From an optimization exercise on the open Yosys and OpenROAD flow, aimed at small area, a short achievable clock period and few clock cycles per item; shortcuts taken in it are not production practice. Where RTL was checked, it was by simulation tests only, not by an equivalence proof against the original. For runs 3 to 6, only the layout was checked, not whether the RTL still works.

[flow/config.mk]
export PLATFORM = sky130hd
export DESIGN_NAME = SET
export DESIGN_NICKNAME = SET
export VERILOG_FILES = /design/flow/design.v
export SDC_FILE = /design/flow/constraint.sdc
export NUM_CORES = 4
export LEC_CHECK = 0
export CAP_MARGIN = 20
export CORE_MARGIN = 2
export CORE_UTILIZATION = 50
export SETUP_SLACK_MARGIN = 1.5
export SLEW_MARGIN = 20
export TNS_END_PERCENT = 100
[flow/constraint.sdc]
create_clock -name core_clock -period 8.0 [get_ports {clk}]
set_input_delay 1.6000 -clock core_clock [delete_from_list [all_inputs] [get_ports {clk}]]
set_output_delay 1.6000 -clock core_clock [all_outputs]
set_load 0.01 [all_outputs]
[flow/design.v]
module SET (rst,clk,en,central,radius,mode,busy,valid,candidate);
    input   rst;
    input   clk;
    input   en;
    input   [23:0]central;
    input   [11:0]radius;
    input   [1:0]mode;
    output    busy;
    output    valid;
    output   [7:0]candidate;
    reg  [2:0] ph;
    reg        first;      
    reg        valid_r;
    reg [15:0] hit;        
    reg  [5:0] acc;        
    always @(posedge clk or posedge rst) begin
        if (rst) begin
            ph      <= 3'd0;
            valid_r <= 1'b0;
        end else begin
            if (en)
                ph <= 3'd1;
            else if (ph == 3'd4)
                ph <= 3'd0;
            else if (ph != 3'd0)
                ph <= ph + 3'd1;
            valid_r <= (ph == 3'd3);
        end
    end
    assign busy  = (ph != 3'd0);
    assign valid = valid_r;
    wire [11:0] pa = {central[23:16], radius[11:8]};
    wire [11:0] pb = (mode == 2'd0) ? pa : {central[15:8], radius[7:4]};
    wire [11:0] pc = (mode == 2'd3) ? {central[7:0], radius[3:0]} :
                     (mode == 2'd2) ? {4'd4, 4'd4, 4'd15} : {4'd15, 4'd15, 4'd0};
    function [79:0] prof;
        input [3:0] r;
        begin
            case (r)
                4'd0: prof = 80'h84210842108421084200;
                4'd1: prof = 80'h84210842108421084001;
                4'd2: prof = 80'h84210842108421080022;
                4'd3: prof = 80'h84210842108421000843;
                4'd4: prof = 80'h84210842108420010c64;
                4'd5: prof = 80'h84210842108400321085;
                4'd6: prof = 80'h842108421080064294a6;
                4'd7: prof = 80'h842108421000c85318c7;
                4'd8: prof = 80'h8421084200194c639ce8;
                4'd9: prof = 80'h8421084004298e842109;
                4'd10: prof = 80'h84210800863a1094a52a;
                4'd11: prof = 80'h84210010c74252a5294b;
                4'd12: prof = 80'h84200218e84a94b5ad6c;
                4'd13: prof = 80'h840053212a52d8c6318d;
                4'd14: prof = 80'h800a74254b631ad6b5ae;
                4'd15: prof = 80'h014e952d8c6b5ce739cf;
            endcase
        end
    endfunction
    function [3:0] absdiff;
        input [3:0] p, q;
        begin
            absdiff = (p > q) ? (p - q) : (q - p);
        end
    endfunction
    function [7:0] rowmask;
        input [11:0] p;
        input [79:0] pr;
        input [3:0] y;
        reg [4:0] w;
        reg [5:0] lo, hi;
        integer x;
        begin
            w  = pr[5 * absdiff(p[7:4], y) +: 5];
            lo = {2'b00, p[11:8]} - {2'b00, w[3:0]};    
            hi = {2'b00, p[11:8]} + {2'b00, w[3:0]};
            for (x = 1; x <= 8; x = x + 1)
                rowmask[x-1] = ~w[4] & (lo[5] | (lo[4:0] <= x)) & (hi >= x);
        end
    endfunction
    wire [79:0] pra = prof(pa[3:0]);
    wire [79:0] prb = prof(pb[3:0]);
    wire [79:0] prc = prof(pc[3:0]);
    wire [3:0]  y1  = {ph[1:0], 1'b1};
    wire [3:0]  y2  = {ph[1:0], 1'b0} + 4'd2;
    wire [7:0]  a1 = rowmask(pa, pra, y1), b1 = rowmask(pb, prb, y1), c1 = rowmask(pc, prc, y1);
    wire [7:0]  a2 = rowmask(pa, pra, y2), b2 = rowmask(pb, prb, y2), c2 = rowmask(pc, prc, y2);
    wire [15:0] two = {(a2 & b2 & ~c2) | (a2 & ~b2 & c2) | (~a2 & b2 & c2),
                       (a1 & b1 & ~c1) | (a1 & ~b1 & c1) | (~a1 & b1 & c1)};
    always @(posedge clk) begin
        hit   <= two;
        first <= (ph == 3'd0);
    end
    reg [4:0] n;
    integer i;
    always @(*) begin
        n = 5'd0;
        for (i = 0; i < 16; i = i + 1)
            n = n + hit[i];
    end
    wire [6:0] sum = {1'b0, n} + {1'b0, (first ? 6'd0 : acc)};
    always @(posedge clk)
        acc <= sum[5:0];
    assign candidate = {1'b0, sum};
endmodule
[flow/flow/run.sh]
#!/bin/bash
# The standard layout, with the port buffers made of plain buffers
# (sky130_fd_sc_hd__buf_4) instead of the default cell.
set -euo pipefail
export BUFFER_PORTS_ARGS="-buffer_cell sky130_fd_sc_hd__buf_4"
bash standard.sh > standard.log 2>&1
[flow/standard.sh]
#!/bin/bash
# synth_recipe.tcl (not shown) runs the flow's synth.tcl, then flattens the netlist and writes it again
# the make line also repeats each setting of config.mk as NAME=value (left out here)
make -C /OpenROAD-flow-scripts/flow DESIGN_CONFIG=/design/flow/config.mk WORK_HOME=/design/flow/orfs CLKGATE_MAP_FILE= SYNTH_SCRIPT=/design/flow/synth_recipe.tcl "${@:-finish}"
==> flow_metrics.env, run 1 <==
export IMPL_setup_viol=0
export IMPL_synth_area_per_cell_sq_um=6.813
export IMPL_start_kind="primary input"
export IMPL_syn_num_nets=1811
export IMPL_timing_rr_start="ph[0]$_DFFE_PP0P_"
export IMPL_clock_path_buffers=2
export IMPL_layout_common_cells="193 x nand2_1, 154 x nor2_1, 122 x a21oi_1"
export IMPL_worst_ep_arrival_time_ps=6460
export IMPL_end_kind="flop"
export IMPL_wire_per_inst_um=19.14
export IMPL_ant_nets=0
export IMPL_core_area_sq_um=21690
export IMPL_finish_utilization_pct=56.66
export IMPL_finalHoldViolCount=0
export IMPL_dr_pass1_iters=5
export IMPL_postSynthCellCount=1612
export IMPL_post_place_ws_ps=690.4
export IMPL_io_pins=51
export IMPL_holdPathStages=1
export IMPL_period_share_pct=78.64
export IMPL_clock_latency_ps=270
export IMPL_ys_warn_count=1
export IMPL_drt_iter0_drc=1023
export IMPL_die_w_um=152.2
export IMPL_globalplace_congestion=0.9286
export IMPL_rsz0062_at_grt="yes"
export IMPL_cts_tree="done"
export IMPL_hold_class="flop to flop"
export IMPL_clk_pin_slew_worst_paths_ps=70
export IMPL_hold_start="hit[2]$_DFF_P_"
export IMPL_crit_required_ps=8170
export IMPL_antenna_found_initial=0
export IMPL_fp_row_count=54
export IMPL_synth_area_sq_um=10980
export IMPL_viasPerCell=6.326
export IMPL_status="finished clean"
export IMPL_clock_sinks=27
export IMPL_ys_types=99
export IMPL_slew_violations=0
export IMPL_worst_pin_slew_ps=949.3
export IMPL_min_to="acc[0]$_DFF_P_"
export IMPL_seq_area_frac_synth_pct=5.104
export IMPL_drc=0
export IMPL_async_flop_share_pct=14.81
export IMPL_ys_ff_latch=27
export IMPL_worstRegToRegCells=24
export IMPL_finClkSkew_ps=4.401
export IMPL_cap_violations=0
export IMPL_die_area_sq_um=23170
export IMPL_fin_ws_ps=1708
export IMPL_numPortBuffers=49
export IMPL_antenna_cells=0
export IMPL_area_growth_pct=11.88
export IMPL_grt_first_pass_wirelength_um=57750
export IMPL_initial_core_util_pct=50.64
export IMPL_crit_fanout=27
export IMPL_max_freq_mhz=158.9
export IMPL_r2r_end="hit[10]$_DFF_P_"
export IMPL_layout_commonest_cell="nand2_1"
export IMPL_routed_wirelength_um=36400
export IMPL_r2r_setup_slack_ps=2000
export IMPL_maxSlewHeadroom_pct=34.90
export IMPL_grt_pass1_vias=11040
export IMPL_critPathKind="primary input to flop"
export IMPL_final_nets=1822
export IMPL_cts_htree_levels=1
export IMPL_dpl_hpwl_um=26950
export IMPL_die_height_um=152.2
export IMPL_synth_ff_type="dfxtp_1"
export IMPL_drive_gt1_share_pct=14.86
export IMPL_tns_ps=0
export IMPL_overflow=0
export IMPL_grt_max_degree=49
export IMPL_fin_crit_ps=6292
export IMPL_grt_use_total_pct=29.69
export IMPL_synth_edff_count=0
export IMPL_clockRootBuffer="clkbuf_16"
export IMPL_holdBufCountCts=0
export IMPL_route_vias_total=12033
export IMPL_cts_buffers=3
-- stage by stage --
| step | cell area, sq um | hold WS (ps) | cells |
|---|---|---|---|
| final | 12290 | 558.8 | 1902 |
| after global routing | 12290 | 583.0 | 1902 |
| after CTS | 11780 | 560.7 | 1878 |
| after detailed placement | 11530 | 549.8 | 1864 |
| after global placement | 11530 | 541.2 | 1864 |
| after floorplan | 11070 | 517.3 | 1612 |
-- flip-flops by register name, indices dropped and copies added, names as in the netlist --
register  count
hit          16
acc           6
ph            3
first         1
valid_r       1
-- synthesized netlist by cell type, types with 23 or more instances --
cell / instances / area (sq um)
xor2_1: 24 / 210.2
a21oi_1: 125 / 625.6
nor3_1: 43 / 215.2
mux2i_1: 38 / 380.4
nor2_1: 156 / 585.6
xnor2_1: 28 / 245.2
ha_1: 121 / 1514
dfxtp_1: 23 / 460.4
fa_1: 37 / 740.7
o22ai_1: 23 / 143.9
clkbuf_1: 79 / 296.5
inv_1: 84 / 315.3
a211oi_1: 25 / 187.7
nand2_1: 197 / 739.5
nand3_1: 52 / 260.3
o211ai_1: 29 / 217.7
o21ai_0: 138 / 690.7
a21o_1: 27 / 202.7
a31oi_1: 27 / 168.9
-- what timing repair did --
action / 4_1_cts / 5_1_grt
setup endpoints to repair: 16 / 16
gates cloned: 1 / 2
pin swaps: 1 / 13
endpoints found under the hold margin: 0 / 0
buffers inserted: 9 / 22
gates resized for setup: 20 / 79
-- logic make-up after synthesis --
kind of cell	after synthesis	synth area share, %
AND/OR/NAND/NOR	579	24.42
AO/OA/AOI/OAI	540	32.16
buffers and inverters	188	6.778
adder cells (fa/ha/maj)	163	21.00
multiplexers	62	6.357
XOR/XNOR	52	4.147
flip-flops	27	5.104
other	1	0.03414
-- layer usage --
metal  wire (um)  vias to the layer above  track usage [%]
met5           0                        -                0
met4        1247                        0            10.06
met3        2781                      100            3.697
met2       16390                      521            48.13
met1       15980                     5565            40.92
li1            -                     5847                -
-- how the worst max path moves through the flow --
stage | from | to | slack [ps]
after floorplan | central[16] | hit[3]$_DFF_P_ | 1500
final | mode[0] | hit[11]$_DFF_P_ | 1710
after detailed placement | mode[0] | hit[12]$_DFF_P_ | 690
after CTS | mode[0] | hit[2]$_DFF_P_ | 1510
after global routing | mode[0] | hit[11]$_DFF_P_ | 1460
after global placement | mode[0] | hit[12]$_DFF_P_ | 870
-- critical path, cell delays in order --
cell and delay [ps]:
buf_8 160, or2_4 340, nand2_1 130, o21ai_4 80, ha_2 420, inv_2 110
ha_1 200, a32o_2 280, mux2_4 380, mux4_2 460, and2_1 170, o21ai_0 230
o21ai_2 140, ha_1 320, o21bai_2 210, a21oi_2 120, mux2_2 280, a22oi_2 190
nand2_1 70, o21ai_0 80, nand3_1 130, xor2_1 190, a21o_1 170
-- final cells by class --
class | instances | area (sq um)
fillers | 2156 | 9400
well taps | 280 | 350.3
multi-input cells | 1400 | 10100
inverters | 85 | 334.1
repair buffers | 106 | 863.3
clock buffers | 3 | 75.07
clock inverters | 1 | 6.256
flip-flops and latches | 27 | 561.8
Testbench counts, summed over its fixed seeds: cycles 1,280, items 256.
==> inputs of run 2 (changes only) <==
==> flow/flow/run.sh (replaced) <==
#!/bin/bash
# The standard layout, with the port buffers made of plain buffers
# (sky130_fd_sc_hd__buf_2) instead of the default cell.
set -euo pipefail
export BUFFER_PORTS_ARGS="-buffer_cell sky130_fd_sc_hd__buf_2"
bash standard.sh > standard.log 2>&1
--- a/flow/config.mk
+++ b/flow/config.mk
@@ -7,7 +7,6 @@
 export LEC_CHECK = 0
 export CAP_MARGIN = 20
 export CORE_MARGIN = 2
-export CORE_UTILIZATION = 50
+export CORE_UTILIZATION = 40
 export SETUP_SLACK_MARGIN = 1.5
 export SLEW_MARGIN = 20
-export TNS_END_PERCENT = 100
==> flow_metrics.env, run 2 <==
export IMPL_status="finished clean"
export IMPL_yosysTopAreaCellShare_pct=13.78
export IMPL_start_kind="primary input"
export IMPL_grt_use_total_pct=24.48
export IMPL_routed_wirelength_um=36640
export IMPL_drt_iter0_drc=1134
export IMPL_yosys_top_cells_area="ha_1 14%, fa_1 6.7%, nand2_1 6.7%"
export IMPL_timing_rr_start="ph[0]$_DFFE_PP0P_"
export IMPL_period_share_pct=79.17
export IMPL_clock_sinks=27
export IMPL_die_area_sq_um=28800
export IMPL_finish_utilization_pct=45.38
export IMPL_area_growth_pct=11.36
export IMPL_rsz0062_at_grt="no"
export IMPL_ant_nets=0
export IMPL_drc=0
export IMPL_async_flop_share_pct=14.81
export IMPL_route_vias_total=12061
export IMPL_layout_common_cells="191 x nand2_1, 154 x nor2_1, 120 x a21oi_1"
export IMPL_synth_ff_type="dfxtp_1"
export IMPL_max_freq_mhz=157.9
export IMPL_antenna_cells=0
export IMPL_critPathKind="primary input to flop"
export IMPL_ys_warn_count=1
export IMPL_dr_pass1_iters=5
export IMPL_layout_commonest_cell="nand2_1"
export IMPL_fin_ws_ps=1666
export IMPL_fp_row_count=60
export IMPL_final_nets=1816
export IMPL_dpl_hpwl_um=27350
export IMPL_crit_chain="clkbuf_4, or2_4, buf_4, nand2_1, o21ai_2, ha_1, nor2b_1, o21ai_2, nor2_1, nand2_1, o221ai_4, nand2_1, a2111oi_0, or3_1, ha_1, inv_1, fa_1, xor2_1, and3_1, o21bai_1, nor2_1, xnor2_1, a21o_1"
export IMPL_setup_viol=0
export IMPL_path_buf_inv=3
export IMPL_cpMaxStageDelayCell="a2111oi_0"
export IMPL_crit_fanout=13
export IMPL_crit_required_ps=8160
export IMPL_tns_ps=0
export IMPL_final_cells=1957
export IMPL_ys_types=99
export IMPL_largestRegisters="hit (16), acc (6), ph (3)"
export IMPL_viasPerCell=6.163
export IMPL_synth_area_sq_um=10980
export IMPL_worst_ep_arrival_time_ps=6500
export IMPL_core_area_sq_um=26950
export IMPL_wire_per_inst_um=18.72
export IMPL_overflow=0
export IMPL_grt_pass1_vias=10977
export IMPL_slew_violations=0
export IMPL_drive_gt1_share_pct=14.73
export IMPL_cts_buffers=3
export IMPL_synth_area_per_cell_sq_um=6.813
export IMPL_clock_path_buffers=2
export IMPL_die_w_um=169.7
export IMPL_critical_path_top_delay_family="simple AND/OR/NAND/NOR gates"
export IMPL_numPortBuffers=49
export IMPL_cts_htree_levels=1
export IMPL_synth_edff_count=0
export IMPL_clk_pin_slew_worst_paths_ps=70
export IMPL_initial_core_util_pct=40.75
export IMPL_finClkSkew_ps=8.443
export IMPL_finalHoldViolCount=0
export IMPL_maxSlewHeadroom_pct=30.96
export IMPL_hold_start="hit[2]$_DFF_P_"
export IMPL_grt_max_degree=49
export IMPL_antenna_found_initial=0
export IMPL_synth_most_common_cell="nand2_1"
export IMPL_worst_pin_slew_ps=1007
export IMPL_largest_reg_flops=16
export IMPL_die_height_um=169.7
export IMPL_ys_ff_latch=27
export IMPL_grt_first_pass_wirelength_um=58100
export IMPL_yosys_top_cells_count="197 x nand2_1, 156 x nor2_1, 138 x o21ai_0, 125 x a21oi_1, 121 x ha_1"
export IMPL_cts_tree="done"
export IMPL_yosys_area_top_type="ha_1"
export IMPL_globalplace_congestion=0.9285
export IMPL_clock_latency_ps=260
export IMPL_clockRootBuffer="clkbuf_16"
export IMPL_dp_cells=1926
export IMPL_top_register="hit"
export IMPL_hold_class="flop to flop"
export IMPL_syn_num_nets=1811
export IMPL_slowest_delay_ps=470
export IMPL_crit_path_frequent_cell="nand2_1"
export IMPL_post_place_ws_ps=706.1
export IMPL_holdBufCountCts=0
export IMPL_seq_area_frac_synth_pct=5.104
export IMPL_cap_violations=0
export IMPL_crit_start="mode[0]"
export IMPL_fin_crit_ps=6334
export IMPL_end_kind="flop"
export IMPL_io_pins=51
export IMPL_postSynthCellCount=1612
## run 2: changes by cell type in the layout (fill, tap and decap cells not counted), sizes merged
cell      previous run  this run
clkinvlp             4         2
buf                106        98
inv                 82        83
clkinv               0         1
clkbuf               3         4
mux2i               41        42
## run 2: metrics by stage
step / instance area [sq um] / hold WS, ps
floorplan: 11070 / 517.3
global placement: 11490 / 550.2
detailed placement: 11490 / 546.7
CTS: 11810 / 558.1
global route: 12230 / 586.5
finish: 12230 / 550.9
## run 2: cells by family after synthesis
kind of cell             Yosys count  share of synthesized area, %
XOR/XNOR                          52                         4.147
other                              1                       0.03414
AND/OR/NAND/NOR                  579                         24.42
flip-flops                        27                         5.104
adder cells (fa/ha/maj)          163                         21.00
buffers and inverters            188                         6.778
AO/OA/AOI/OAI                    540                         32.16
multiplexers                      62                         6.357
## run 2: final timing paths
kind / to / slack [ps] / depth (start not counted)
hold reg to reg: acc[0]$_DFF_P_ / 550 / 1
min in group asynchronous: ph[1]$_DFFE_PP0P_ / 1240 / 2
setup / recovery: hit[3]$_DFF_P_ / 1670 / 23
hold / removal: acc[0]$_DFF_P_ / 550 / 1
setup reg to reg: hit[11]$_DFF_P_ / 1890 / 23
max in group asynchronous: valid_r$_DFF_PP0_ / 6560 / 2
## run 2: cell type report
| cell class | count | area (sq um) |
|---|---|---|
| Fill cell | 2761 | 14720 |
| Multi-Input combinational cell | 1401 | 10130 |
| Timing Repair Buffer | 99 | 703.2 |
| Sequential cell | 27 | 560.5 |
| Tap cell | 341 | 426.7 |
| Inverter | 85 | 326.6 |
| Clock buffer | 3 | 75.07 |
| Clock inverter | 1 | 5.005 |
## run 2: metal layers
metal	track usage (%)	share of wire, %	up-vias
met4	6.466	2.9	0
met3	2.705	6.4	75
met2	39.24	45	487
met5	0	0	-
li1	-	-	5851
met1	34.82	46	5648
## run 2: repair_timing
action | in CTS | in global routing
setup endpoints to repair | 16 | 16
cloned | 2 | 3
setup buffers | 11 | 11
gates resized for setup | 26 | 77
pin swaps | 1 | 6
==> inputs of run 3 (changes only) <==
--- a/flow/design.v
+++ b/flow/design.v
@@ -8,10 +8,10 @@
     output    busy;
     output    valid;
     output   [7:0]candidate;
-    reg  [2:0] ph;
+    reg  [3:0] ph;
     reg        first;      
     reg        valid_r;
-    reg [15:0] hit;        
+    reg [7:0] hit;        
     reg  [5:0] acc;        
     always @(posedge clk or posedge rst) begin
         if (rst) begin
@@ -19,15 +19,15 @@
             valid_r <= 1'b0;
         end else begin
             if (en)
-                ph <= 3'd1;
-            else if (ph == 3'd4)
-                ph <= 3'd0;
-            else if (ph != 3'd0)
-                ph <= ph + 3'd1;
-            valid_r <= (ph == 3'd3);
+                ph <= 4'd1;
+            else if (ph == 4'd8)
+                ph <= 4'd0;
+            else if (ph != 4'd0)
+                ph <= ph + 4'd1;
+            valid_r <= (ph == 4'd7);
         end
     end
-    assign busy  = (ph != 3'd0);
+    assign busy  = (ph != 4'd0);
     assign valid = valid_r;
     wire [11:0] pa = {central[23:16], radius[11:8]};
     wire [11:0] pb = (mode == 2'd0) ? pa : {central[15:8], radius[7:4]};
@@ -80,24 +80,21 @@
     wire [79:0] pra = prof(pa[3:0]);
     wire [79:0] prb = prof(pb[3:0]);
     wire [79:0] prc = prof(pc[3:0]);
-    wire [3:0]  y1  = {ph[1:0], 1'b1};
-    wire [3:0]  y2  = {ph[1:0], 1'b0} + 4'd2;
-    wire [7:0]  a1 = rowmask(pa, pra, y1), b1 = rowmask(pb, prb, y1), c1 = rowmask(pc, prc, y1);
-    wire [7:0]  a2 = rowmask(pa, pra, y2), b2 = rowmask(pb, prb, y2), c2 = rowmask(pc, prc, y2);
-    wire [15:0] two = {(a2 & b2 & ~c2) | (a2 & ~b2 & c2) | (~a2 & b2 & c2),
-                       (a1 & b1 & ~c1) | (a1 & ~b1 & c1) | (~a1 & b1 & c1)};
+    wire [3:0] y0 = ph * 1 + 1;
+    wire [7:0] a0 = rowmask(pa, pra, y0), b0 = rowmask(pb, prb, y0), c0 = rowmask(pc, prc, y0);
+    wire [7:0] two = {(a0 & b0 & ~c0) | (a0 & ~b0 & c0) | (~a0 & b0 & c0)};
     always @(posedge clk) begin
         hit   <= two;
-        first <= (ph == 3'd0);
+        first <= (ph == 4'd0);
     end
-    reg [4:0] n;
+    reg [3:0] n;
     integer i;
     always @(*) begin
-        n = 5'd0;
-        for (i = 0; i < 16; i = i + 1)
+        n = 0;
+        for (i = 0; i < 8; i = i + 1)
             n = n + hit[i];
     end
-    wire [6:0] sum = {1'b0, n} + {1'b0, (first ? 6'd0 : acc)};
+    wire [6:0] sum = n + (first ? 6'd0 : acc);
     always @(posedge clk)
         acc <= sum[5:0];
     assign candidate = {1'b0, sum};
==> flow/flow/run.sh (replaced) <==
#!/bin/bash
# The standard layout, with the port buffers made of plain buffers
# (sky130_fd_sc_hd__buf_4) instead of the default cell.
set -euo pipefail
export BUFFER_PORTS_ARGS="-buffer_cell sky130_fd_sc_hd__buf_4"
bash standard.sh > standard.log 2>&1
--- a/flow/config.mk
+++ b/flow/config.mk
@@ -8,5 +8,5 @@
 export CAP_MARGIN = 20
 export CORE_MARGIN = 2
 export CORE_UTILIZATION = 40
-export SETUP_SLACK_MARGIN = 1.5
+export SETUP_SLACK_MARGIN = 1
 export SLEW_MARGIN = 20
==> flow_metrics.env, run 3 <==
export IMPL_status="finished clean"
export IMPL_fin_crit_ps=6704
export IMPL_crit_required_ps=8180
export IMPL_yosys_area_share_adder_pct=21.94
export IMPL_synth_area_sq_um=6359
export IMPL_yosys_area_share_simple_pct=22.14
export IMPL_cap_violations=0
export IMPL_end_kind="flop"
export IMPL_layout_commonest_cell="nor2_1"
export IMPL_ys_warn_count=1
export IMPL_holdBufCountCts=0
export IMPL_yosysTopAreaCellShare_pct=15.74
export IMPL_synth_mux_area_share_pct=8.796
export IMPL_grt_first_pass_wirelength_um=29930
export IMPL_r2r_end="hit[5]$_DFF_P_"
export IMPL_yosys_area_top_type="ha_1"
export IMPL_placed_cell_area_sq_um=6965
export IMPL_cts_buffers=3
export IMPL_synth_compound_area_share_pct=28.87
export IMPL_synth_ff_type="dfxtp_1"
export IMPL_routed_wirelength_um=18660
export IMPL_layout_common_cells="103 x nor2_1, 95 x nand2_1, 92 x a21oi_1"
export IMPL_synth_edff_count=0
export IMPL_start_kind="primary input"
export IMPL_worstRegToRegCells=22
export IMPL_final_cells=1166
export IMPL_dr_pass1_iters=6
export IMPL_crit_fanout=16
export IMPL_crit_path_frequent_cell="nand2_1"
export IMPL_tns_ps=0
export IMPL_final_nets=1088
export IMPL_numPortBuffers=49
export IMPL_slowest_delay_ps=540
export IMPL_finClkSkew_ps=3.087
export IMPL_syn_num_nets=1053
export IMPL_synth_top_family_by_area="compound AO/OA/AOI/OAI gates"
export IMPL_holdWs_ps=561.4
export IMPL_min_to="acc[0]$_DFF_P_"
export IMPL_critical_path_top_delay_family="simple AND/OR/NAND/NOR gates"
export IMPL_clk_pin_slew_worst_paths_ps=60
export IMPL_hold_class="flop to flop"
export IMPL_core_area_sq_um=15710
export IMPL_largest_reg_flops=8
export IMPL_die_area_sq_um=16920
export IMPL_viasPerCell=5.763
export IMPL_async_flop_share_pct=25.00
export IMPL_antenna_found_initial=0
export IMPL_dp_cells=1149
export IMPL_fin_ws_ps=1296
export IMPL_initial_core_util_pct=40.47
export IMPL_period_share_pct=83.80
export IMPL_die_height_um=130.1
export IMPL_max_freq_mhz=149.2
export IMPL_drc=0
export IMPL_drive_gt1_share_pct=14.95
export IMPL_finalHoldViolCount=0
export IMPL_yosys_top_cells_area="ha_1 16%, a21oi_1 7.2%, nor2_1 6.1%"
export IMPL_grt_use_total_pct=21.37
export IMPL_synth_most_common_cell="nor2_1"
export IMPL_top_register="hit"
export IMPL_largestRegisters="hit (8), acc (6), ph (4)"
export IMPL_cts_tree="done"
export IMPL_ant_nets=0
export IMPL_rsz0062_at_grt="no"
export IMPL_timing_rr_start="ph[0]$_DFFE_PP0P_"
export IMPL_grt_max_degree=37
export IMPL_area_growth_pct=14.36
export IMPL_synth_area_per_cell_sq_um=6.942
export IMPL_path_buf_inv=4
export IMPL_clockRootBuffer="clkbuf_16"
export IMPL_ys_ff_latch=20
export IMPL_holdPathStages=1
export IMPL_io_pins=51
export IMPL_grt_pass1_vias=5996
export IMPL_ys_types=76
export IMPL_wire_per_inst_um=16.01
export IMPL_yosys_top_cells_count="104 x nor2_1, 96 x nand2_1, 92 x a21oi_1, 80 x ha_1, 60 x o21ai_0"
export IMPL_postSynthCellCount=916
export IMPL_clock_sinks=20
export IMPL_r2r_setup_slack_ps=1530
export IMPL_dpl_hpwl_um=14220
export IMPL_worst_pin_slew_ps=695.6
export IMPL_route_vias_total=6720
export IMPL_globalplace_congestion=0.8598
export IMPL_slew_violations=0
export IMPL_overflow=0
export IMPL_post_place_ws_ps=869.2
export IMPL_setup_viol=0
export IMPL_cpMaxStageDelayCell="or4b_4"
export IMPL_critPathKind="primary input to flop"
export IMPL_fin_area_sq_um=7272
export IMPL_cts_htree_levels=1
export IMPL_drt_iter0_drc=498
export IMPL_clock_path_buffers=2
export IMPL_die_w_um=130.1
export IMPL_clock_latency_ps=260
export IMPL_hold_start="hit[2]$_DFF_P_"
export IMPL_antenna_cells=0
export IMPL_synthXorXnorAreaFrac_pct=4.782
export IMPL_fp_row_count=46
export IMPL_seq_area_frac_synth_pct=6.690
export IMPL_maxSlewHeadroom_pct=52.30
export IMPL_worst_ep_arrival_time_ps=6880
[run 3: final cells by class]
class                      count  area [sq um]
fill                        1636          8441
timing repair buffer          80         634.4
sequential                    20         425.4
inverter                      62         232.7
tap                          216         270.3
clock buffer                   4         100.1
multi-input combinational    784          5609
[run 3: worst max path at each step]
stage,startpoint,cells past startpoint,slack [ps],end
after CTS,mode[0],27,1120,hit[0]$_DFF_P_
after global routing,mode[0],27,970,hit[0]$_DFF_P_
final,mode[0],25,1300,hit[5]$_DFF_P_
after floorplan,mode[1],25,1020,hit[1]$_DFF_P_
after detailed placement,mode[0],27,870,hit[0]$_DFF_P_
after global placement,mode[0],27,880,hit[0]$_DFF_P_
[run 3: per-stage QoR]
step / util [%]
finish: 46.28
global placement: 44.33
CTS: 44.97
global route: 46.28
floorplan: -
detailed placement: 44.33
[run 3: repair_timing]
item                                   CTS  global route
setup endpoints to repair                0             7
gates resized for setup                  0            19
endpoints found under the hold margin    0             0
setup buffers                            0            12
[run 3: cells by family (layout without fill, tap and decap cells)]
group,count (synthesis),in the layout
simple gates,309,309
compound gates,286,286
buf+inv,112,146
fa+ha+maj,103,103
mux,52,52
xor+xnor,33,33
flops,20,20
other cells,1,1
[run 3: routing by layer]
layer / GRT usage, % / wire (um) / vias up
li1: - / - / 3367
met1: 29.53 / 8671 / 3075
met2: 36.65 / 8723 / 242
met3: 1.230 / 885 / 36
met4: 4.934 / 382 / 0
met5: 0 / 0 / -
[run 3: worst register-to-register path: cells and delay by family, from the launching register on]
kind	cells	cell delay [ps]
buffers and inverters	3	630
adder cells (fa/ha/maj)	4	1810
multiplexers	3	780
AO/OA/AOI/OAI	5	1120
flip-flops	1	510
AND/OR/NAND/NOR	6	1410
XOR/XNOR	1	130
==> inputs of run 4 (changes only) <==
--- a/flow/design.v
+++ b/flow/design.v
@@ -8,10 +8,10 @@
     output    busy;
     output    valid;
     output   [7:0]candidate;
-    reg  [3:0] ph;
+    reg  [1:0] ph;
     reg        first;      
     reg        valid_r;
-    reg [7:0] hit;        
+    reg [31:0] hit;        
     reg  [5:0] acc;        
     always @(posedge clk or posedge rst) begin
         if (rst) begin
@@ -19,15 +19,15 @@
             valid_r <= 1'b0;
         end else begin
             if (en)
-                ph <= 4'd1;
-            else if (ph == 4'd8)
-                ph <= 4'd0;
-            else if (ph != 4'd0)
-                ph <= ph + 4'd1;
-            valid_r <= (ph == 4'd7);
+                ph <= 2'd1;
+            else if (ph == 2'd2)
+                ph <= 2'd0;
+            else if (ph != 2'd0)
+                ph <= ph + 2'd1;
+            valid_r <= (ph == 2'd1);
         end
     end
-    assign busy  = (ph != 4'd0);
+    assign busy  = (ph != 2'd0);
     assign valid = valid_r;
     wire [11:0] pa = {central[23:16], radius[11:8]};
     wire [11:0] pb = (mode == 2'd0) ? pa : {central[15:8], radius[7:4]};
@@ -80,18 +80,27 @@
     wire [79:0] pra = prof(pa[3:0]);
     wire [79:0] prb = prof(pb[3:0]);
     wire [79:0] prc = prof(pc[3:0]);
-    wire [3:0] y0 = ph * 1 + 1;
+    wire [3:0] y0 = ph * 4 + 1;
     wire [7:0] a0 = rowmask(pa, pra, y0), b0 = rowmask(pb, prb, y0), c0 = rowmask(pc, prc, y0);
-    wire [7:0] two = {(a0 & b0 & ~c0) | (a0 & ~b0 & c0) | (~a0 & b0 & c0)};
+    wire [3:0] y1 = ph * 4 + 2;
+    wire [7:0] a1 = rowmask(pa, pra, y1), b1 = rowmask(pb, prb, y1), c1 = rowmask(pc, prc, y1);
+    wire [3:0] y2 = ph * 4 + 3;
+    wire [7:0] a2 = rowmask(pa, pra, y2), b2 = rowmask(pb, prb, y2), c2 = rowmask(pc, prc, y2);
+    wire [3:0] y3 = ph * 4 + 4;
+    wire [7:0] a3 = rowmask(pa, pra, y3), b3 = rowmask(pb, prb, y3), c3 = rowmask(pc, prc, y3);
+    wire [31:0] two = {(a3 & b3 & ~c3) | (a3 & ~b3 & c3) | (~a3 & b3 & c3),
+        (a2 & b2 & ~c2) | (a2 & ~b2 & c2) | (~a2 & b2 & c2),
+        (a1 & b1 & ~c1) | (a1 & ~b1 & c1) | (~a1 & b1 & c1),
+        (a0 & b0 & ~c0) | (a0 & ~b0 & c0) | (~a0 & b0 & c0)};
     always @(posedge clk) begin
         hit   <= two;
-        first <= (ph == 4'd0);
+        first <= (ph == 2'd0);
     end
-    reg [3:0] n;
+    reg [5:0] n;
     integer i;
     always @(*) begin
         n = 0;
-        for (i = 0; i < 8; i = i + 1)
+        for (i = 0; i < 32; i = i + 1)
             n = n + hit[i];
     end
     wire [6:0] sum = n + (first ? 6'd0 : acc);
==> flow_metrics.env, run 4 <==
export IMPL_status="finished clean"
export IMPL_synth_most_common_cell="nand2_1"
export IMPL_dr_pass1_iters=6
export IMPL_period_share_pct=86.98
export IMPL_yosys_area_top_type="ha_1"
export IMPL_layout_commonest_cell="nand2_1"
export IMPL_tns_ps=0
export IMPL_critical_path_top_delay_family="adder cells"
export IMPL_final_cells=3158
export IMPL_crit_start="hit[17]$_DFF_P_"
export IMPL_numPortBuffers=49
export IMPL_clock_path_buffers=2
export IMPL_critPathKind="flop to output port"
export IMPL_fp_row_count=77
export IMPL_die_area_sq_um=46270
export IMPL_cap_violations=0
export IMPL_rsz0062_at_grt="yes"
export IMPL_yosys_top_cells_count="302 x nand2_1, 226 x nor2_1, 220 x a21oi_1, 198 x o21ai_0, 185 x ha_1"
export IMPL_grt_pass1_vias=18123
export IMPL_overflow=0
export IMPL_cpMaxStageDelayCell="fa_1"
export IMPL_slowest_delay_ps=530
export IMPL_crit_chain="fa_1, inv_1, fa_1, inv_1, fa_1, inv_2, fa_1, fa_1, fa_1, inv_1, fa_2, fa_2, a21o_1, a21oi_2, o21bai_1, a21oi_1, xnor2_1, buf_4"
export IMPL_fin_crit_ps=6958
export IMPL_worst_pin_slew_ps=1091
export IMPL_ant_nets=0
export IMPL_die_w_um=215.1
export IMPL_path_buf_inv=5
export IMPL_route_vias_total=19676
export IMPL_synth_ff_type="dfxtp_1"
export IMPL_syn_num_nets=2866
export IMPL_seq_area_frac_synth_pct=4.801
export IMPL_start_kind="flop"
export IMPL_clock_sinks=42
export IMPL_yosys_top_cells_area="ha_1 13%, mux2i_1 6.5%, nand2_1 6.4%"
export IMPL_drive_gt1_share_pct=10.14
export IMPL_cts_htree_levels=2
export IMPL_clk_pin_slew_worst_paths_ps=70
export IMPL_final_nets=2845
export IMPL_hold_start="hit[2]$_DFF_P_"
export IMPL_crit_path_frequent_cell="fa_1"
export IMPL_area_growth_pct=8.233
export IMPL_placed_cell_area_sq_um=18950
export IMPL_finalHoldViolCount=0
export IMPL_synth_edff_count=0
export IMPL_antenna_found_initial=2
export IMPL_regArea_sq_um=858.3
export IMPL_largestRegisters="hit (32), acc (6), ph (2)"
export IMPL_postSynthCellCount=2585
export IMPL_largest_reg_flops=32
export IMPL_crit_fanout=2
export IMPL_multi_input_area_sq_um=16010
export IMPL_hold_class="flop to flop"
export IMPL_async_flop_share_pct=7.143
export IMPL_cts_buffers=5
export IMPL_setup_viol=0
export IMPL_dpl_hpwl_um=50040
export IMPL_io_pins=51
export IMPL_layout_common_cells="301 x nand2_1, 223 x nor2_1, 218 x a21oi_1"
export IMPL_core_area_sq_um=44120
export IMPL_grt_first_pass_wirelength_um=100000
export IMPL_drc=0
export IMPL_finClkSkew_ps=7.224
export IMPL_synth_area_per_cell_sq_um=6.896
export IMPL_cts_tree="done"
export IMPL_globalplace_congestion=0.9612
export IMPL_slew_violations=0
export IMPL_end_kind="output port"
export IMPL_ys_types=101
export IMPL_top_register="hit"
export IMPL_worst_ep_arrival_time_ps=5360
export IMPL_yosysTopAreaCellShare_pct=12.98
export IMPL_die_height_um=215.1
export IMPL_dp_cells=3143
export IMPL_grt_use_total_pct=26.26
export IMPL_wire_per_inst_um=20.11
export IMPL_clock_latency_ps=290
export IMPL_clockRootBuffer="clkbuf_16"
export IMPL_ys_warn_count=1
export IMPL_viasPerCell=6.231
export IMPL_holdBufCountCts=0
export IMPL_fin_area_sq_um=19290
export IMPL_ys_ff_latch=42
export IMPL_fill_cells=4666
export IMPL_max_freq_mhz=143.7
export IMPL_drt_iter0_drc=2134
export IMPL_initial_core_util_pct=40.40
export IMPL_routed_wirelength_um=63500
export IMPL_holdWs_ps=598.0
export IMPL_maxSlewHeadroom_pct=25.17
export IMPL_crit_required_ps=6400
export IMPL_synth_area_sq_um=17830
export IMPL_timing_rr_start="ph[1]$_DFFE_PP0P_"
export IMPL_grt_max_degree=65
## run 4: cell types whose count changed in the layout (fill, tap and decap cells not counted), sizes merged, moves of 85 or more
cell / delta
ha: +105
a21oi: +128
o21ai: +150
nand2: +207
inv: +85
mux2i: +85
nor2: +118
## run 4: kinds of logic after synthesis
kind of cell             synth area share (%)
AO/OA/AOI/OAI                           32.06
other                                 0.02104
XOR/XNOR                                4.569
adder cells (fa/ha/maj)                 19.50
multiplexers                            10.18
AND/OR/NAND/NOR                         22.35
buffers and inverters                   6.513
flip-flops                              4.801
## run 4: final timing paths
kind                       cells past startpoint                end  slack (ps)
max in group asynchronous                      2  valid_r$_DFF_PP0_        6700
setup / recovery                              18       candidate[6]        1040
hold reg to reg                                1     acc[0]$_DFF_P_         600
setup reg to reg                              25    hit[26]$_DFF_P_        1780
hold / removal                                 1     acc[0]$_DFF_P_         600
min in group asynchronous                      2  ph[0]$_DFFE_PP0P_        1170
## run 4: layer usage
| layer | up-vias | wire length, um | GRT usage [%] |
|---|---|---|---|
| met5 | - | 13 | 0 |
| met1 | 9368 | 29020 | 37.43 |
| met2 | 804 | 28750 | 42.85 |
| met3 | 89 | 4316 | 2.477 |
| li1 | 9413 | - | - |
| met4 | 2 | 1395 | 5.701 |
## run 4: area by class of cell
type / count / area share (%)
Antenna cell: 1 / 0.01297
Clock buffer: 6 / 0.7198
Clock inverter: 2 / 0.06485
Inverter: 150 / 2.918
Multi-Input combinational cell: 2238 / 82.97
Sequential cell: 42 / 4.448
Tap cell: 592 / 3.839
Timing Repair Buffer: 127 / 5.026
## run 4: worst register-to-register path: stages (launching register included)
cell	delay, ps
dfrtp_1	400
inv_1	370
ha_1	490
nor2b_1	340
o21ai_1	170
nand2_1	130
inv_1	80
ha_1	230
a211oi_4	350
mux2i_1	220
a21oi_1	170
buf_4	240
clkinv_1	300
nor2_1	180
a21oi_1	50
mux2i_1	510
ha_1	280
inv_1	60
fa_1	410
nand2_1	80
mux2i_1	110
nand2_1	180
nor2_2	120
a221oi_2	370
xnor2_1	120
o31ai_1	190
## run 4: repair_timing
action / CTS / global route
resized for setup: 5 / 36
setup buffers: 0 / 6
pin swaps: 3 / 6
setup endpoints to repair: 16 / 33
## run 4: per-stage QoR
stage | setup slack (ps) | utilization [%]
finish | 1042 | 43.73
global route | 860.7 | 43.73
detailed placement | 432.9 | 42.94
CTS | 930.7 | 43.31
floorplan | 986.3 | -
global placement | 645.1 | 42.94
==> inputs of run 5 (changes only) <==
==> flow/design.v (replaced) <==
module SET (rst,clk,en,central,radius,mode,busy,valid,candidate);
    input   rst;
    input   clk;
    input   en;
    input   [23:0]central;
    input   [11:0]radius;
    input   [1:0]mode;
    output    busy;
    output    valid;
    output   [7:0]candidate;
    reg  [3:0] ph;
    reg        valid_r;
    always @(posedge clk or posedge rst) begin
        if (rst) begin
            ph      <= 4'd0;
            valid_r <= 1'b0;
        end else begin
            if (en)
                ph <= 4'd1;
            else if (ph == 4'd9)
                ph <= 4'd0;
            else if (ph != 4'd0)
                ph <= ph + 4'd1;
            valid_r <= (ph == 4'd8);
        end
    end
    assign busy  = (ph != 4'd0);
    assign valid = valid_r;
    wire [3:0] ax = central[23:20], ay = central[19:16], ar = radius[11:8];
    wire [3:0] bx = central[15:12], by = central[11:8],  br = radius[7:4];
    wire [3:0] cx = central[7:4],   cy = central[3:0],   cr = radius[3:0];
    function [79:0] prof;
        input [3:0] r;
        begin
            case (r)
                4'd0: prof = 80'h84210842108421084200;
                4'd1: prof = 80'h84210842108421084001;
                4'd2: prof = 80'h84210842108421080022;
                4'd3: prof = 80'h84210842108421000843;
                4'd4: prof = 80'h84210842108420010c64;
                4'd5: prof = 80'h84210842108400321085;
                4'd6: prof = 80'h842108421080064294a6;
                4'd7: prof = 80'h842108421000c85318c7;
                4'd8: prof = 80'h8421084200194c639ce8;
                4'd9: prof = 80'h8421084004298e842109;
                4'd10: prof = 80'h84210800863a1094a52a;
                4'd11: prof = 80'h84210010c74252a5294b;
                4'd12: prof = 80'h84200218e84a94b5ad6c;
                4'd13: prof = 80'h840053212a52d8c6318d;
                4'd14: prof = 80'h800a74254b631ad6b5ae;
                4'd15: prof = 80'h014e952d8c6b5ce739cf;
            endcase
        end
    endfunction
    function [3:0] absdiff;
        input [3:0] p, q;
        begin
            absdiff = (p > q) ? (p - q) : (q - p);
        end
    endfunction
    function [7:0] rowmask;
        input [3:0] x0;
        input [4:0] w;
        reg [5:0] lo, hi;
        integer x;
        begin
            lo = {2'b00, x0} - {2'b00, w[3:0]};    
            hi = {2'b00, x0} + {2'b00, w[3:0]};
            for (x = 1; x <= 8; x = x + 1)
                rowmask[x-1] = ~w[4] & (lo[5] | (lo[4:0] <= x)) & (hi >= x);
        end
    endfunction
    function [7:0] pick;
        input [1:0] m;
        input [7:0] a, b, c;
        begin
            case (m)
                2'd0: pick = a;
                2'd1: pick = a & b;
                2'd2: pick = a ^ b;
                default: pick = (a & b & ~c) | (a & ~b & c) | (~a & b & c);
            endcase
        end
    endfunction
    function [3:0] ones;
        input [7:0] v;
        integer i;
        begin
            ones = 0;
            for (i = 0; i < 8; i = i + 1)
                ones = ones + v[i];
        end
    endfunction
    wire [79:0] pra = prof(ar);
    wire [79:0] prb = prof(br);
    wire [79:0] prc = prof(cr);
    wire [3:0] y0 = ph * 1 + 1;
    reg  [4:0] wa0, wb0, wc0;
    always @(posedge clk) begin
        wa0 <= pra[5 * absdiff(ay, y0) +: 5];
        wb0 <= prb[5 * absdiff(by, y0) +: 5];
        wc0 <= prc[5 * absdiff(cy, y0) +: 5];
    end
    wire [7:0] sel = {pick(mode, rowmask(ax, wa0), rowmask(bx, wb0), rowmask(cx, wc0))};
    reg  [3:0] n;
    reg        first1, first2;
    always @(posedge clk) begin
        n      <= ones(sel);
        first1 <= (ph == 4'd0);
        first2 <= first1;
    end
    reg  [5:0] acc;
    wire [6:0] sum = n + (first2 ? 6'd0 : acc);
    always @(posedge clk)
        acc <= sum[5:0];
    assign candidate = {1'b0, sum};
endmodule
==> flow/run.sh (new file) <==
#!/bin/bash
# synth_recipe.tcl (not shown) runs the flow's synth.tcl, then flattens the netlist and writes it again
# the make line also repeats each setting of config.mk as NAME=value (left out here)
make -C /OpenROAD-flow-scripts/flow DESIGN_CONFIG=/design/flow/config.mk WORK_HOME=/design/flow/orfs CLKGATE_MAP_FILE= SYNTH_SCRIPT=/design/flow/synth_recipe.tcl finish
--- a/flow/config.mk
+++ b/flow/config.mk
@@ -8,5 +8,4 @@
 export CAP_MARGIN = 20
 export CORE_MARGIN = 2
 export CORE_UTILIZATION = 40
-export SETUP_SLACK_MARGIN = 1
 export SLEW_MARGIN = 20
removed: flow/flow/run.sh
removed: flow/standard.sh
==> flow_metrics.env, run 5 <==
export IMPL_holdPathStages=0
export IMPL_r2r_setup_slack_ps=2590
export IMPL_top_register="acc"
export IMPL_synth_area_per_cell_sq_um=7.491
export IMPL_layout_common_cells="109 x ha_1, 80 x inv_1, 75 x nand2_1"
export IMPL_antenna_cells=0
export IMPL_slowest_delay_ps=520
export IMPL_core_area_sq_um=17180
export IMPL_ys_types=80
export IMPL_drt_iter0_drc=506
export IMPL_cap_violations=0
export IMPL_area_growth_pct=10.85
export IMPL_synth_area_sq_um=6974
export IMPL_crit_required_ps=8160
export IMPL_crit_fanout=6
export IMPL_clock_latency_ps=270
export IMPL_antenna_found_initial=0
export IMPL_finClkSkew_ps=4.708
export IMPL_synth_edff_count=0
export IMPL_dr_pass1_iters=5
export IMPL_crit_chain="clkdlybuf4s50_1, inv_1, ha_1, inv_1, fa_1, xnor2_1, nand2b_1, a21oi_1, o221a_2, ha_1, nor2_1, mux2_2, mux4_2, fa_1, fa_1, fa_1, inv_1, ha_1, inv_1, fa_1, xnor2_1"
export IMPL_yosys_top_cells_area="ha_1 20%, dfxtp_1 7.8%, fa_1 4.9%"
export IMPL_cts_buffers=5
export IMPL_ys_ff_latch=32
export IMPL_die_area_sq_um=18510
export IMPL_yosys_area_top_type="ha_1"
export IMPL_max_freq_mhz=145.5
export IMPL_hold_class="flop to flop"
export IMPL_setup_viol=0
export IMPL_final_nets=1110
export IMPL_seq_area_frac_synth_pct=9.544
export IMPL_hold_start="first1$_DFF_P_"
export IMPL_overflow=0
export IMPL_worst_ep_arrival_time_ps=7040
export IMPL_end_kind="flop"
export IMPL_slew_violations=0
export IMPL_cpMaxStageDelayCell="fa_1"
export IMPL_fill_cells=1757
export IMPL_postSynthCellCount=931
export IMPL_fp_row_count=48
export IMPL_clock_sinks=32
export IMPL_rsz0062_at_grt="no"
export IMPL_grt_first_pass_wirelength_um=28920
export IMPL_wire_per_inst_um=14.80
export IMPL_die_w_um=136.0
export IMPL_clock_path_buffers=2
export IMPL_ant_nets=0
export IMPL_viasPerCell=5.722
export IMPL_yosysTopAreaCellShare_pct=19.56
export IMPL_dpl_hpwl_um=13120
export IMPL_post_cts_buffers=0
export IMPL_clockRootBuffer="clkbuf_16"
export IMPL_drc=0
export IMPL_critical_path_top_delay_family="adder cells"
export IMPL_maxSlewHeadroom_pct=37.59
export IMPL_cts_resized=0
export IMPL_grt_max_degree=53
export IMPL_dp_cells=1161
export IMPL_numPortBuffers=49
export IMPL_period_share_pct=85.89
export IMPL_die_height_um=136.0
export IMPL_route_vias_total=6689
export IMPL_critPathKind="primary input to flop"
export IMPL_worst_pin_slew_ps=933.2
export IMPL_grt_pass1_vias=6100
export IMPL_synth_most_common_cell="ha_1"
export IMPL_globalplace_congestion=0.8175
export IMPL_worstRegToRegCells=19
export IMPL_layout_commonest_cell="ha_1"
export IMPL_min_to="first2$_DFF_P_"
export IMPL_ys_warn_count=1
export IMPL_initial_core_util_pct=40.60
export IMPL_largest_reg_flops=6
export IMPL_syn_num_nets=1098
export IMPL_timing_rr_start="wb0[0]$_DFF_P_"
export IMPL_cts_tree="done"
export IMPL_status="finished clean"
export IMPL_io_pins=51
export IMPL_cts_htree_levels=2
export IMPL_fin_crit_ps=6871
export IMPL_path_buf_inv=5
export IMPL_finalHoldViolCount=0
export IMPL_finish_utilization_pct=45.01
export IMPL_routed_wirelength_um=17300
export IMPL_grt_use_total_pct=18.61
export IMPL_start_kind="primary input"
export IMPL_holdBufCountCts=0
export IMPL_final_cells=1169
export IMPL_synth_ff_type="dfxtp_1"
export IMPL_r2r_end="n[2]$_DFF_P_"
export IMPL_yosys_top_cells_count="109 x ha_1, 80 x inv_1, 75 x nand2_1, 67 x nor2_1, 65 x a21oi_1"
export IMPL_clk_pin_slew_worst_paths_ps=50
export IMPL_crit_path_frequent_cell="fa_1"
export IMPL_drive_gt1_share_pct=4.661
export IMPL_async_flop_share_pct=15.63
export IMPL_tns_ps=0
==> run 5: cell families after synthesis <==
family                     after synthesis  share of synthesized area [%]
adders and majority gates              129                          24.87
other                                    1                        0.05377
DFF                                     32                          9.544
xor gates and xnor gates                21                          2.637
AOI/OAI and AO/OA                      283                          27.93
buffers and inverters                  136                          8.019
and+or+nand+nor                        289                          20.25
muxes                                   40                          6.692
==> run 5: how the worst max path moves through the flow <==
| stage | from | endpoint | slack [ps] | cells after the start |
|---|---|---|---|---|
| after floorplan | central[20] | n[2]$_DFF_P_ | 1570 | 21 |
| after global placement | central[12] | n[1]$_DFF_P_ | 940 | 21 |
| after detailed placement | central[12] | n[2]$_DFF_P_ | 860 | 21 |
| after CTS | central[12] | n[2]$_DFF_P_ | 1130 | 21 |
| after global routing | central[12] | n[2]$_DFF_P_ | 790 | 21 |
| final | central[12] | n[2]$_DFF_P_ | 1130 | 21 |
==> run 5: layout make-up <==
cell class | instances | area (sq um) | area share [%]
clock inverter | 1 | 7.507 | 0.09710
sequential | 32 | 665.6 | 8.610
clock buffer | 7 | 142.6 | 1.845
timing repair buffer | 58 | 558.0 | 7.218
multi-input combinational | 763 | 5764 | 74.56
inverter | 83 | 311.5 | 4.030
tap | 225 | 281.5 | 3.641
==> run 5: routing by layer <==
metal / vias up / GRT usage [%] / wire, um
met3: 17 / 1.529 / 563
met2: 151 / 31.30 / 8139
met4: 0 / 3.472 / 215
li1: 3406 / - / -
met1: 3115 / 26.15 / 8383
met5: - / 0 / 0
==> run 5: metrics by stage <==
step | hold WS, ps | instance area (sq um) | setup slack [ps]
2_1_floorplan | 309.6 | 6974 | 1569
3_3_place_gp | 313.1 | 7581 | 940.4
3_5_place_dp | 322.0 | 7581 | 855.3
4_1_cts | 334.4 | 7731 | 1126
5_1_grt | 339.6 | 7731 | 785.7
6_report | 331.2 | 7731 | 1129
==> inputs of run 6 (changes only) <==
--- a/flow/design.v
+++ b/flow/design.v
@@ -8,23 +8,23 @@
     output    busy;
     output    valid;
     output   [7:0]candidate;
-    reg  [3:0] ph;
+    reg  [2:0] ph;
     reg        valid_r;
     always @(posedge clk or posedge rst) begin
         if (rst) begin
-            ph      <= 4'd0;
+            ph      <= 3'd0;
             valid_r <= 1'b0;
         end else begin
             if (en)
-                ph <= 4'd1;
-            else if (ph == 4'd9)
-                ph <= 4'd0;
-            else if (ph != 4'd0)
-                ph <= ph + 4'd1;
-            valid_r <= (ph == 4'd8);
+                ph <= 3'd1;
+            else if (ph == 3'd5)
+                ph <= 3'd0;
+            else if (ph != 3'd0)
+                ph <= ph + 3'd1;
+            valid_r <= (ph == 3'd4);
         end
     end
-    assign busy  = (ph != 4'd0);
+    assign busy  = (ph != 3'd0);
     assign valid = valid_r;
     wire [3:0] ax = central[23:20], ay = central[19:16], ar = radius[11:8];
     wire [3:0] bx = central[15:12], by = central[11:8],  br = radius[7:4];
@@ -82,31 +82,36 @@
             endcase
         end
     endfunction
-    function [3:0] ones;
-        input [7:0] v;
+    function [4:0] ones;
+        input [15:0] v;
         integer i;
         begin
             ones = 0;
-            for (i = 0; i < 8; i = i + 1)
+            for (i = 0; i < 16; i = i + 1)
                 ones = ones + v[i];
         end
     endfunction
     wire [79:0] pra = prof(ar);
     wire [79:0] prb = prof(br);
     wire [79:0] prc = prof(cr);
-    wire [3:0] y0 = ph * 1 + 1;
+    wire [3:0] y0 = ph * 2 + 1;
     reg  [4:0] wa0, wb0, wc0;
+    wire [3:0] y1 = ph * 2 + 2;
+    reg  [4:0] wa1, wb1, wc1;
     always @(posedge clk) begin
         wa0 <= pra[5 * absdiff(ay, y0) +: 5];
         wb0 <= prb[5 * absdiff(by, y0) +: 5];
         wc0 <= prc[5 * absdiff(cy, y0) +: 5];
+        wa1 <= pra[5 * absdiff(ay, y1) +: 5];
+        wb1 <= prb[5 * absdiff(by, y1) +: 5];
+        wc1 <= prc[5 * absdiff(cy, y1) +: 5];
     end
-    wire [7:0] sel = {pick(mode, rowmask(ax, wa0), rowmask(bx, wb0), rowmask(cx, wc0))};
-    reg  [3:0] n;
+    wire [15:0] sel = {pick(mode, rowmask(ax, wa1), rowmask(bx, wb1), rowmask(cx, wc1)), pick(mode, rowmask(ax, wa0), rowmask(bx, wb0), rowmask(cx, wc0))};
+    reg  [4:0] n;
     reg        first1, first2;
     always @(posedge clk) begin
         n      <= ones(sel);
-        first1 <= (ph == 4'd0);
+        first1 <= (ph == 3'd0);
         first2 <= first1;
     end
     reg  [5:0] acc;
==> flow/flow/run.sh (new file) <==
#!/bin/bash
# The standard layout, with the port buffers made of plain buffers
# (sky130_fd_sc_hd__buf_4) instead of the default cell.
set -euo pipefail
export BUFFER_PORTS_ARGS="-buffer_cell sky130_fd_sc_hd__buf_4"
bash standard.sh > standard.log 2>&1
==> flow/standard.sh (new file) <==
#!/bin/bash
# synth_recipe.tcl (not shown) runs the flow's synth.tcl, then flattens the netlist and writes it again
# the make line also repeats each setting of config.mk as NAME=value (left out here)
make -C /OpenROAD-flow-scripts/flow DESIGN_CONFIG=/design/flow/config.mk WORK_HOME=/design/flow/orfs CLKGATE_MAP_FILE= SYNTH_SCRIPT=/design/flow/synth_recipe.tcl "${@:-finish}"
--- a/flow/config.mk
+++ b/flow/config.mk
@@ -8,4 +8,5 @@
 export CAP_MARGIN = 20
 export CORE_MARGIN = 2
 export CORE_UTILIZATION = 40
+export SETUP_SLACK_MARGIN = 3
 export SLEW_MARGIN = 20
removed: flow/run.sh
==> flow_metrics.env, run 6 <==
export IMPL_status="finished clean"
export IMPL_synth_area_per_cell_sq_um=7.265
export IMPL_holdBufCountCts=0
export IMPL_grt_pass1_vias=11779
export IMPL_r2r_setup_slack_ps=2420
export IMPL_cts_tree="done"
export IMPL_io_pins=51
export IMPL_synth_ff_type="dfxtp_1"
export IMPL_yosys_top_cells_count="171 x ha_1, 162 x nand2_1, 149 x o21ai_0, 147 x inv_1, 138 x nor2_1"
export IMPL_yosys_area_top_type="ha_1"
export IMPL_layout_common_cells="161 x nand2_1, 159 x ha_1, 145 x o21ai_0"
export IMPL_ant_nets=0
export IMPL_cp_endpoint="n[3]$_DFF_P_"
export IMPL_synth_top_family_by_area="compound AO/OA/AOI/OAI gates"
export IMPL_numPortBuffers=49
export IMPL_path_buf_inv=6
export IMPL_wire_per_inst_um=17.04
export IMPL_die_height_um=181.1
export IMPL_core_area_sq_um=30750
export IMPL_max_freq_mhz=150.8
export IMPL_clock_path_buffers=2
export IMPL_maxSlewHeadroom_pct=44.54
export IMPL_initial_core_util_pct=40.80
export IMPL_area_growth_pct=11.13
export IMPL_period_share_pct=82.87
export IMPL_largest_reg_flops=6
export IMPL_fin_ws_ps=1370
export IMPL_synth_mux_area_share_pct=9.324
export IMPL_start_kind="primary input"
export IMPL_worst_pin_slew_ps=829.1
export IMPL_clockRootBuffer="clkbuf_16"
export IMPL_fin_crit_ps=6630
export IMPL_die_area_sq_um=32800
export IMPL_synth_area_sq_um=12550
export IMPL_tns_ps=0
export IMPL_crit_start="central[22]"
export IMPL_dp_cells=2075
export IMPL_cts_htree_levels=2
export IMPL_end_kind="flop"
export IMPL_grt_max_degree=58
export IMPL_ys_types=91
export IMPL_yosysTopAreaCellShare_pct=17.05
export IMPL_die_w_um=181.1
export IMPL_routed_wirelength_um=36100
export IMPL_postSynthCellCount=1727
export IMPL_r2r_end="n[3]$_DFF_P_"
export IMPL_dpl_hpwl_um=26720
export IMPL_crit_path_frequent_cell="fa_1"
export IMPL_timing_rr_start="wa1[1]$_DFF_P_"
export IMPL_async_flop_share_pct=8.511
export IMPL_crit_fanout=10
export IMPL_yosys_top_cells_area="ha_1 17%, dfxtp_1 6.9%, o21ai_0 5.9%"
export IMPL_viasPerCell=5.975
export IMPL_grt_first_pass_wirelength_um=59500
export IMPL_placed_cell_area_sq_um=13190
export IMPL_cts_buffers=5
export IMPL_worst_ep_arrival_time_ps=6850
export IMPL_clock_sinks=47
export IMPL_slowest_delay_ps=570
export IMPL_clk_pin_slew_worst_paths_ps=60
export IMPL_syn_num_nets=1976
export IMPL_critPathKind="primary input to flop"
export IMPL_drt_iter0_drc=1290
export IMPL_synthXorXnorAreaFrac_pct=3.141
export IMPL_drive_gt1_share_pct=13.76
export IMPL_cpMaxStageDelayCell="or4b_4"
export IMPL_layout_commonest_cell="nand2_1"
export IMPL_overflow=0
export IMPL_fin_area_sq_um=13940
export IMPL_cap_violations=0
export IMPL_fp_row_count=64
export IMPL_holdWs_ps=348.5
export IMPL_synth_edff_count=0
export IMPL_antenna_cells=0
export IMPL_synth_compound_area_share_pct=29.14
export IMPL_final_nets=1970
export IMPL_cp_depth=23
export IMPL_drc=0
export IMPL_top_register="acc"
export IMPL_finClkSkew_ps=5.375
export IMPL_crit_chain="buf_4, ha_2, or4b_4, a21oi_4, a311o_1, a21oi_2, o31ai_4, inv_1, ha_1, o21ai_1, o22ai_2, fa_1, fa_1, inv_1, fa_1, inv_2, fa_1, inv_2, ha_4, buf_4, a21o_1, a21oi_2, xnor2_1"
export IMPL_grt_use_total_pct=21.36
export IMPL_clock_latency_ps=290
export IMPL_route_vias_total=12654
export IMPL_post_place_ws_ps=812.6
export IMPL_critical_path_top_delay_family="adder cells"
export IMPL_yosys_area_share_adder_pct=22.96
export IMPL_antenna_found_initial=0
export IMPL_final_cells=2118
export IMPL_rsz0062_at_grt="yes"
export IMPL_slew_violations=0
export IMPL_synth_most_common_cell="ha_1"
export IMPL_seq_area_frac_synth_pct=7.659
export IMPL_ys_ff_latch=47
export IMPL_dr_pass1_iters=6
export IMPL_globalplace_congestion=0.8738
export IMPL_finalHoldViolCount=0
export IMPL_worstRegToRegCells=24
export IMPL_setup_viol=0
export IMPL_ys_warn_count=1
export IMPL_yosys_area_share_simple_pct=19.74
export IMPL_crit_required_ps=8220
export IMPL_hold_class="flop to flop"
## run 6: cell count changes after synthesis, moves of 40 or more
cell     before  now
mux2i_1      26   66
ha_1        109  171
o21ai_0      56  149
nand2_1      75  162
a21oi_1      65  130
nor2_1       67  138
inv_1        80  147
## run 6: worst register-to-register path: cells and delay by family (launching register included)
kind / cells / cell delay, ps
AOI/OAI and AO/OA: 8 / 1160
buffers and inverters: 6 / 490
adders and majority gates: 7 / 2820
xor gates and xnor gates: 1 / 120
and+or+nand+nor: 2 / 540
DFF: 1 / 390
## run 6: cell type report
class / count / area (sq um)
fillers: 3093 / 16810
multi-input cells: 1424 / 11030
flip-flops and latches: 47 / 960.9
repair buffers: 92 / 732.0
inverters: 150 / 585.6
well taps: 396 / 495.5
clock buffers: 7 / 132.6
clock inverters: 1 / 5.005
repair inverters: 1 / 5.005
## run 6: worst min-delay path by stage
stage                         from              to  slack (ps)  cells after the start
floorplan           first1$_DFF_P_  first2$_DFF_P_         310                      0
global placement    first1$_DFF_P_  first2$_DFF_P_         360                      0
detailed placement  first1$_DFF_P_  first2$_DFF_P_         340                      0
CTS                 first1$_DFF_P_  first2$_DFF_P_         350                      0
global route        first1$_DFF_P_  first2$_DFF_P_         350                      0
finish              first1$_DFF_P_  first2$_DFF_P_         350                      0
## run 6: logic make-up after synthesis
kind of cell | after synthesis
other cells | 1
mux | 92
flops | 47
xor+xnor | 45
simple gates | 519
compound gates | 559
buf+inv | 256
fa+ha+maj | 208
## run 6: per-layer routing
metal,wire (um),up-vias,global-route usage (%),part of all wire (%)
met1,16980,6029,30.14,47
met4,721,0,6.114,2.0
met2,16730,395,34.85,46
met3,1666,45,1.713,4.6
li1,-,6185,-,-
met5,0,-,0,0
## run 6: through the flow
step                util, %
finish                45.35
CTS                   44.56
detailed placement    42.88
global route          45.35
global placement      42.88
floorplan                 -
## run 6: what timing repair did
item,CTS,global route
setup endpoints to repair,15,24
setup buffers,21,13
pin swaps,29,16
cloned,1,0
resized for setup,38,31

## what the ideal ports hide
The flow's constraints put no driver on any port. The routed layouts listed below were extracted and timed again, unchanged, in two steps. Step 1 sets driving cells, clkbuf_16 on the clock port and buf_2 on the other inputs (assumed; they add their load-dependent delay and slew). Step 2 also shifts input and output timing later by t, the mid clock arrival at the registers, as if the neighbouring blocks saw the same clock. Slacks: ideal / step 1 / step 2; pairs: ideal / step 1.
| run | t (ns) | slack for setup (ns) | hold slack, ns |
|---|---|---|---|
| run 1 | 0.304 | 1.708 / 1.706 / 1.401 | 0.559 / 0.559 / 0.559 |
| run 2 | 0.293 | 1.666 / 1.677 / 1.384 | 0.551 / 0.551 / 0.551 |
| run 3 | 0.290 | 1.296 / 1.302 / 1.012 | 0.561 / 0.561 / 0.561 |
| run 4 | 0.330 | 1.042 / 1.002 / 0.938 | 0.598 / 0.598 / 0.598 |
| run 5 | 0.303 | 1.129 / 1.139 / 0.836 | 0.331 / 0.331 / 0.331 |
| run 6 | 0.331 | 1.370 / 1.367 / 1.036 | 0.349 / 0.349 / 0.349 |
After both steps every run listed still meets setup and hold. The setup slack of run 6, which loses most, moves by -0.003 ns with the drivers and by -0.334 ns with both steps.
